From an optimization exercise on the open Yosys and OpenROAD flow, aimed at small area, a short achievable clock period and few clock cycles per item; shortcuts taken in it are not production practice.
At most, simulation tests tie the RTL to the original design; equivalence was not proved.
Power figures rest on the tool's default switching activity, not on a simulated workload.

==> flow/design.v <==
module processor(
input   clk,
input   ld_a,
input   [3:0] c,         
input   [31:0] b_rdata,
output  [31:0] b_wdata
    );
reg [31:0] w1;
always @(posedge clk) if (ld_a) w1 <= b_rdata;
wire [63:0] p = {b_rdata, w1};
wire [6:0] a0 = p[6:0],   a1 = p[13:7],  a2 = p[20:14], a3 = p[27:21];
wire [6:0] b0 = p[34:28], b1 = p[41:35], b2 = p[48:42], b3 = p[55:49];
wire [4:0] op = p[60:56];
wire is_add = op[0], is_sub = op[1], is_mul = op[2], is_tra = op[3], is_det = op[4];
wire l3 = c[0], l0 = c[1], l1 = c[2], l2 = c[3];
reg tra_r;    
reg det_r;    
reg det0;     
reg sa;       
reg sd;       
always @(posedge clk) begin
    tra_r <= b_rdata[27];
    det_r <= b_rdata[28];
    det0  <= c[0] & b_rdata[28];
    sa    <= c[0] | c[1];
    sd    <= c[0] | c[2];
end
wire [6:0] ma = sa ? a0 : a2;
wire [6:0] mb = sa ? a1 : a3;
wire [6:0] max3 = ma + {ma[5:0], 1'b0};
wire [6:0] mbx3 = mb + {mb[5:0], 1'b0};
wire [6:0] na2 = 7'd0 - a2;
wire [6:0] da = det0 ? a3 : (sd ? b0 : b1);
wire [6:0] db = det0 ? na2 : (sd ? b2 : b3);
wire pa0_1 = (da[0] & ~da[1]);
wire pa0_2 = ~da[0] & da[1];
wire pa0_3 = da[0] & da[1];
wire pa0_r0 = (pa0_1 & ma[0]) | (pa0_3 & max3[0]);
wire pa0_r1 = (pa0_1 & ma[1]) | (pa0_2 & ma[0]) | (pa0_3 & max3[1]);
wire pa0_r2 = (pa0_1 & ma[2]) | (pa0_2 & ma[1]) | (pa0_3 & max3[2]);
wire pa0_r3 = (pa0_1 & ma[3]) | (pa0_2 & ma[2]) | (pa0_3 & max3[3]);
wire pa0_r4 = (pa0_1 & ma[4]) | (pa0_2 & ma[3]) | (pa0_3 & max3[4]);
wire pa0_r5 = (pa0_1 & ma[5]) | (pa0_2 & ma[4]) | (pa0_3 & max3[5]);
wire pa0_r6 = (pa0_1 & ma[6]) | (pa0_2 & ma[5]) | (pa0_3 & max3[6]);
wire pa1_1 = (da[2] & ~da[3]);
wire pa1_2 = ~da[2] & da[3];
wire pa1_3 = da[2] & da[3];
wire pa1_r2 = (pa1_1 & ma[0]) | (pa1_3 & max3[0]);
wire pa1_r3 = (pa1_1 & ma[1]) | (pa1_2 & ma[0]) | (pa1_3 & max3[1]);
wire pa1_r4 = (pa1_1 & ma[2]) | (pa1_2 & ma[1]) | (pa1_3 & max3[2]);
wire pa1_r5 = (pa1_1 & ma[3]) | (pa1_2 & ma[2]) | (pa1_3 & max3[3]);
wire pa1_r6 = (pa1_1 & ma[4]) | (pa1_2 & ma[3]) | (pa1_3 & max3[4]);
wire pa2_1 = (da[4] & ~da[5]);
wire pa2_2 = ~da[4] & da[5];
wire pa2_3 = da[4] & da[5];
wire pa2_r4 = (pa2_1 & ma[0]) | (pa2_3 & max3[0]);
wire pa2_r5 = (pa2_1 & ma[1]) | (pa2_2 & ma[0]) | (pa2_3 & max3[1]);
wire pa2_r6 = (pa2_1 & ma[2]) | (pa2_2 & ma[1]) | (pa2_3 & max3[2]);
wire pa3_1 = (da[6] & ~1'b0);
wire pa3_2 = ~da[6] & 1'b0;
wire pa3_3 = da[6] & 1'b0;
wire pa3_r6 = (pa3_1 & ma[0]) | (pa3_3 & max3[0]);
wire pb0_1 = (db[0] & ~db[1]);
wire pb0_2 = ~db[0] & db[1];
wire pb0_3 = db[0] & db[1];
wire pb0_r0 = (pb0_1 & mb[0]) | (pb0_3 & mbx3[0]);
wire pb0_r1 = (pb0_1 & mb[1]) | (pb0_2 & mb[0]) | (pb0_3 & mbx3[1]);
wire pb0_r2 = (pb0_1 & mb[2]) | (pb0_2 & mb[1]) | (pb0_3 & mbx3[2]);
wire pb0_r3 = (pb0_1 & mb[3]) | (pb0_2 & mb[2]) | (pb0_3 & mbx3[3]);
wire pb0_r4 = (pb0_1 & mb[4]) | (pb0_2 & mb[3]) | (pb0_3 & mbx3[4]);
wire pb0_r5 = (pb0_1 & mb[5]) | (pb0_2 & mb[4]) | (pb0_3 & mbx3[5]);
wire pb0_r6 = (pb0_1 & mb[6]) | (pb0_2 & mb[5]) | (pb0_3 & mbx3[6]);
wire pb1_1 = (db[2] & ~db[3]);
wire pb1_2 = ~db[2] & db[3];
wire pb1_3 = db[2] & db[3];
wire pb1_r2 = (pb1_1 & mb[0]) | (pb1_3 & mbx3[0]);
wire pb1_r3 = (pb1_1 & mb[1]) | (pb1_2 & mb[0]) | (pb1_3 & mbx3[1]);
wire pb1_r4 = (pb1_1 & mb[2]) | (pb1_2 & mb[1]) | (pb1_3 & mbx3[2]);
wire pb1_r5 = (pb1_1 & mb[3]) | (pb1_2 & mb[2]) | (pb1_3 & mbx3[3]);
wire pb1_r6 = (pb1_1 & mb[4]) | (pb1_2 & mb[3]) | (pb1_3 & mbx3[4]);
wire pb2_1 = (db[4] & ~db[5]);
wire pb2_2 = ~db[4] & db[5];
wire pb2_3 = db[4] & db[5];
wire pb2_r4 = (pb2_1 & mb[0]) | (pb2_3 & mbx3[0]);
wire pb2_r5 = (pb2_1 & mb[1]) | (pb2_2 & mb[0]) | (pb2_3 & mbx3[1]);
wire pb2_r6 = (pb2_1 & mb[2]) | (pb2_2 & mb[1]) | (pb2_3 & mbx3[2]);
wire pb3_1 = (db[6] & ~1'b0);
wire pb3_2 = ~db[6] & 1'b0;
wire pb3_3 = db[6] & 1'b0;
wire pb3_r6 = (pb3_1 & mb[0]) | (pb3_3 & mbx3[0]);
wire t_s1;
wire t_c2;
wire t_s3;
wire t_c4;
wire t_s5;
wire t_c6;
wire t_s7;
wire t_c8;
wire t_s9;
wire t_c10;
wire t_s11;
wire t_c12;
wire t_s13;
wire t_s14;
assign t_s1 = pa0_r2 ^ pa1_r2 ^ pb0_r2;
assign t_c2 = (pa0_r2 & pa1_r2) | (pa0_r2 & pb0_r2) | (pa1_r2 & pb0_r2);
assign t_s3 = pa0_r3 ^ pa1_r3 ^ pb0_r3;
assign t_c4 = (pa0_r3 & pa1_r3) | (pa0_r3 & pb0_r3) | (pa1_r3 & pb0_r3);
assign t_s5 = pa0_r4 ^ pa1_r4 ^ pa2_r4;
assign t_c6 = (pa0_r4 & pa1_r4) | (pa0_r4 & pa2_r4) | (pa1_r4 & pa2_r4);
assign t_s7 = pb0_r4 ^ pb1_r4 ^ pb2_r4;
assign t_c8 = (pb0_r4 & pb1_r4) | (pb0_r4 & pb2_r4) | (pb1_r4 & pb2_r4);
assign t_s9 = pa0_r5 ^ pa1_r5 ^ pa2_r5;
assign t_c10 = (pa0_r5 & pa1_r5) | (pa0_r5 & pa2_r5) | (pa1_r5 & pa2_r5);
assign t_s11 = pb0_r5 ^ pb1_r5 ^ pb2_r5;
assign t_c12 = (pb0_r5 & pb1_r5) | (pb0_r5 & pb2_r5) | (pb1_r5 & pb2_r5);
assign t_s13 = pa0_r6 ^ pa1_r6 ^ pa2_r6;
assign t_s14 = pa3_r6 ^ pb0_r6 ^ pb1_r6;
reg [21:0] s1;
always @(posedge clk) begin
    s1 <= {t_s14, t_s13, t_c12, t_c10, pb3_r6, pb2_r6, t_s11, t_s9, t_c8, t_c6, t_s7, t_s5, t_c4, t_s3, t_c2, pb1_r3, t_s1, pb1_r2, pb0_r1, pa0_r1, pb0_r0, pa0_r0};
end
wire u_s1;
wire u_s2;
wire u_c3;
wire u_s4;
wire u_s5;
wire u_c6;
wire u_s7;
wire u_c8;
wire u_s9;
wire u_c10;
wire u_s11;
assign u_s1 = s1[16] ^ s1[17] ^ s1[18];
assign u_s2 = s1[12] ^ s1[13];
assign u_c3 = s1[12] & s1[13];
assign u_s4 = s1[19] ^ s1[20] ^ s1[21];
assign u_s5 = s1[6] ^ s1[7];
assign u_c6 = s1[6] & s1[7];
assign u_s7 = s1[9] ^ s1[10] ^ s1[11];
assign u_c8 = (s1[9] & s1[10]) | (s1[9] & s1[11]) | (s1[10] & s1[11]);
assign u_s9 = s1[14] ^ s1[15] ^ u_s2;
assign u_c10 = (s1[14] & s1[15]) | (s1[14] & u_s2) | (s1[15] & u_s2);
assign u_s11 = u_s1 ^ u_c3 ^ u_s4;
wire [6:0] ra = {u_c10, u_c8, u_c6, s1[8], s1[4], s1[2], s1[0]};
wire [6:0] rb = {u_s11, u_s9, u_s7, u_s5, s1[5], s1[3], s1[1]};
wire [6:0] r = ra + rb;
reg [27:0] res;
wire [6:0] f0 = a0 + (b0 ^ {7{is_sub}}) + {6'd0, is_sub};
wire [6:0] f1 = a1 + (b1 ^ {7{is_sub}}) + {6'd0, is_sub};
wire [6:0] f2 = a2 + (b2 ^ {7{is_sub}}) + {6'd0, is_sub};
wire [6:0] f3 = a3 + (b3 ^ {7{is_sub}}) + {6'd0, is_sub};
always @(posedge clk)
    if (c[0]) res <= {f2, f1, f0, f3};
    else      res <= {r, res[27:7]};
wire [31:0] w_all = {4'd0, res[6:0], res[27:21], res[20:14], res[13:7]};
wire [31:0] w_det = {26'd0, res[26:21]};
wire [31:0] w_tra = {4'd0, a3, a1, a2, a0};
assign b_wdata = tra_r ? w_tra : (det_r ? w_det : w_all);
endmodule
module controller(
input clk,
input rst,                
input  [31:0] b_rdata,
output [31:0] addr,
output [3:0] we,
output en,
output ld_a,
output [3:0] c
    );
reg f, r1, r2, c0, c1, c2, c3, c4, wr;
reg k0, k1, k2;            
wire kd = ~(k0 | k1 | k2);
always @(posedge clk or negedge rst) begin
    if (!rst) begin
        f  <= 1'b1;
        r1 <= 1'b0;
        r2 <= 1'b0;
        c0 <= 1'b0;
        c1 <= 1'b0;
        c2 <= 1'b0;
        c3 <= 1'b0;
        c4 <= 1'b0;
        wr <= 1'b0;
        k0 <= 1'b1;
        k1 <= 1'b0;
        k2 <= 1'b0;
    end else begin
        f  <= (f & kd) | (r1 & ~b_rdata[31]) | wr;
        r1 <= f & ~kd;
        r2 <= r1 & b_rdata[31];
        c0 <= r2;
        c1 <= c0 & ~(b_rdata[24] | b_rdata[25] | b_rdata[27]);
        c2 <= c1;
        c3 <= c2 & ~b_rdata[28];
        c4 <= c3;
        wr <= c4 | (c0 & (b_rdata[24] | b_rdata[25] | b_rdata[27])) | (c2 & b_rdata[28]);
        if (wr) begin
            k0 <= 1'b0;
            k1 <= k0;
            k2 <= k1;
        end
    end
end
wire [3:0] widx;
assign widx[0] = (r1 & (k0 | k2)) | ((r2 | wr) & k1);
assign widx[1] = (r1 & k2) | (r2 & k0) | (wr & (k0 | k1));
assign widx[2] = (r1 & (k1 | k2)) | (r2 & k1) | (wr & k2);
assign widx[3] = (r2 & k2) | wr;
assign en   = (f & ~kd) | r1 | r2 | wr;
assign we   = {4{wr}};
assign addr = {26'd0, widx, 2'b00};
assign ld_a = r2;
assign c    = {c3, c2, c1, c0};
endmodule
module top(
input clk,
input rst,
input  [31:0] b_rdata,
output [31:0] b_wdata,
output [31:0] addr,
output [3:0] we,
output en,
output rstout
    );
wire       ld_a;
wire [3:0] c;
assign rstout = ~rst;
processor po(
        .clk(clk),
        .ld_a(ld_a),
        .c(c),
        .b_rdata(b_rdata),
        .b_wdata(b_wdata)
    );
controller co(
        .clk(clk),
        .rst(rst),
        .b_rdata(b_rdata),
        .addr(addr),
        .we(we),
        .en(en),
        .ld_a(ld_a),
        .c(c)
    );
endmodule
Settings: LEC_CHECK=0, CAP_MARGIN=20, CORE_MARGIN=2, CORE_UTILIZATION=40, SETUP_SLACK_MARGIN=3.1, SLEW_MARGIN=20; clock period 6.0 ns.
standard.sh (not shown) runs the stock make flow with config.mk's settings and CLKGATE_MAP_FILE= SYNTH_SCRIPT=/design/flow/synth_recipe.tcl, a recipe that flattens the netlist after the stock synthesis.
==> flow/flow/run.sh <==
#!/bin/bash
set -e
export BUFFER_PORTS_ARGS="-buffer_cell sky130_fd_sc_hd__buf_1"
export SKIP_REPAIR_TIE_FANOUT=1
export CTS_ARGS="-sink_clustering_enable -repair_clock_nets -dont_use_dummy_load -sink_clustering_size 40 -sink_clustering_max_diameter 80 -buf_list {sky130_fd_sc_hd__clkbuf_4 sky130_fd_sc_hd__clkbuf_8}"
bash standard.sh > standard.log 2>&1
Testbench counts at the start, summed over its fixed seeds: cycles 6,266, items 960.
==> next run, changes <==
--- a/flow/design.v
+++ b/flow/design.v
@@ -12,29 +12,28 @@
 wire [6:0] b0 = p[34:28], b1 = p[41:35], b2 = p[48:42], b3 = p[55:49];
 wire [4:0] op = p[60:56];
 wire is_add = op[0], is_sub = op[1], is_mul = op[2], is_tra = op[3], is_det = op[4];
 wire l3 = c[0], l0 = c[1], l1 = c[2], l2 = c[3];
 reg tra_r;    
 reg det_r;    
-reg det0;     
 reg sa;       
 reg sd;       
 always @(posedge clk) begin
     tra_r <= b_rdata[27];
     det_r <= b_rdata[28];
-    det0  <= c[0] & b_rdata[28];
     sa    <= c[0] | c[1];
     sd    <= c[0] | c[2];
 end
 wire [6:0] ma = sa ? a0 : a2;
 wire [6:0] mb = sa ? a1 : a3;
 wire [6:0] max3 = ma + {ma[5:0], 1'b0};
 wire [6:0] mbx3 = mb + {mb[5:0], 1'b0};
-wire [6:0] na2 = 7'd0 - a2;
-wire [6:0] da = det0 ? a3 : (sd ? b0 : b1);
-wire [6:0] db = det0 ? na2 : (sd ? b2 : b3);
+wire dsel = c[0] & is_det;
+wire [6:0] na1 = 7'd0 - a1;
+wire [6:0] da = dsel ? na1 : (sd ? b0 : b1);
+wire [6:0] db = dsel ? a0 : (sd ? b2 : b3);
 wire pa0_1 = (da[0] & ~da[1]);
 wire pa0_2 = ~da[0] & da[1];
 wire pa0_3 = da[0] & da[1];
 wire pa0_r0 = (pa0_1 & ma[0]) | (pa0_3 & max3[0]);
 wire pa0_r1 = (pa0_1 & ma[1]) | (pa0_2 & ma[0]) | (pa0_3 & max3[1]);
 wire pa0_r2 = (pa0_1 & ma[2]) | (pa0_2 & ma[1]) | (pa0_3 & max3[2]);
@@ -188,16 +187,16 @@
     end else begin
         f  <= (f & kd) | (r1 & ~b_rdata[31]) | wr;
         r1 <= f & ~kd;
         r2 <= r1 & b_rdata[31];
         c0 <= r2;
         c1 <= c0 & ~(b_rdata[24] | b_rdata[25] | b_rdata[27]);
-        c2 <= c1;
-        c3 <= c2 & ~b_rdata[28];
+        c2 <= c1 & ~b_rdata[28];
+        c3 <= c2;
         c4 <= c3;
-        wr <= c4 | (c0 & (b_rdata[24] | b_rdata[25] | b_rdata[27])) | (c2 & b_rdata[28]);
+        wr <= c4 | (c0 & (b_rdata[24] | b_rdata[25] | b_rdata[27])) | (c1 & b_rdata[28]);
         if (wr) begin
             k0 <= 1'b0;
             k1 <= k0;
             k2 <= k1;
         end
     end
=> Power fell by 0.46%. Sequential power stays flat. First-iteration DRC count rose by 18%. Sequential share of layout area fell by 0.47 points. Cell count fell by 0.81%. Flip-flop and latch count fell by 1. Critical path depth rose by 4. Die area fell by 2.6%. Area after synthesis fell by 2.7%. Wire length rose by 1.4%. Clock-buffer cell count does not change. Worst setup slack got worse by 0.11 ns. Non-clock buffer count rose by 12. Utilization rose by 1.1 points.
Function not checked in the second run of this note: the RTL went through the layout flow alone.

==> static timing again, ports no longer ideal <==
No port has a modelled driver above. Below, the same layouts with a new extraction and two added sets of constraints. Step 1 assumes that a clkbuf_16 drives the clock port and a buf_2 every other input. Step 2 also shifts input and output timing later by t, the mid clock arrival at the registers, as if the neighbouring blocks saw the same clock. a / b / c = ideal / step 1 / step 2; a / b = the first two.
run | t (ns) | slack for setup (ns) | worst setup path after step 2
the first run | 0.409 | 3.179 / 3.142 / 2.767 | input to register
the second run | 0.414 | 3.072 / 3.088 / 2.674 | input to register
After both steps setup and hold are still met in every run listed. For the first run, which loses most, drivers alone change the setup slack by -0.037 ns; drivers and shift together by -0.412 ns.
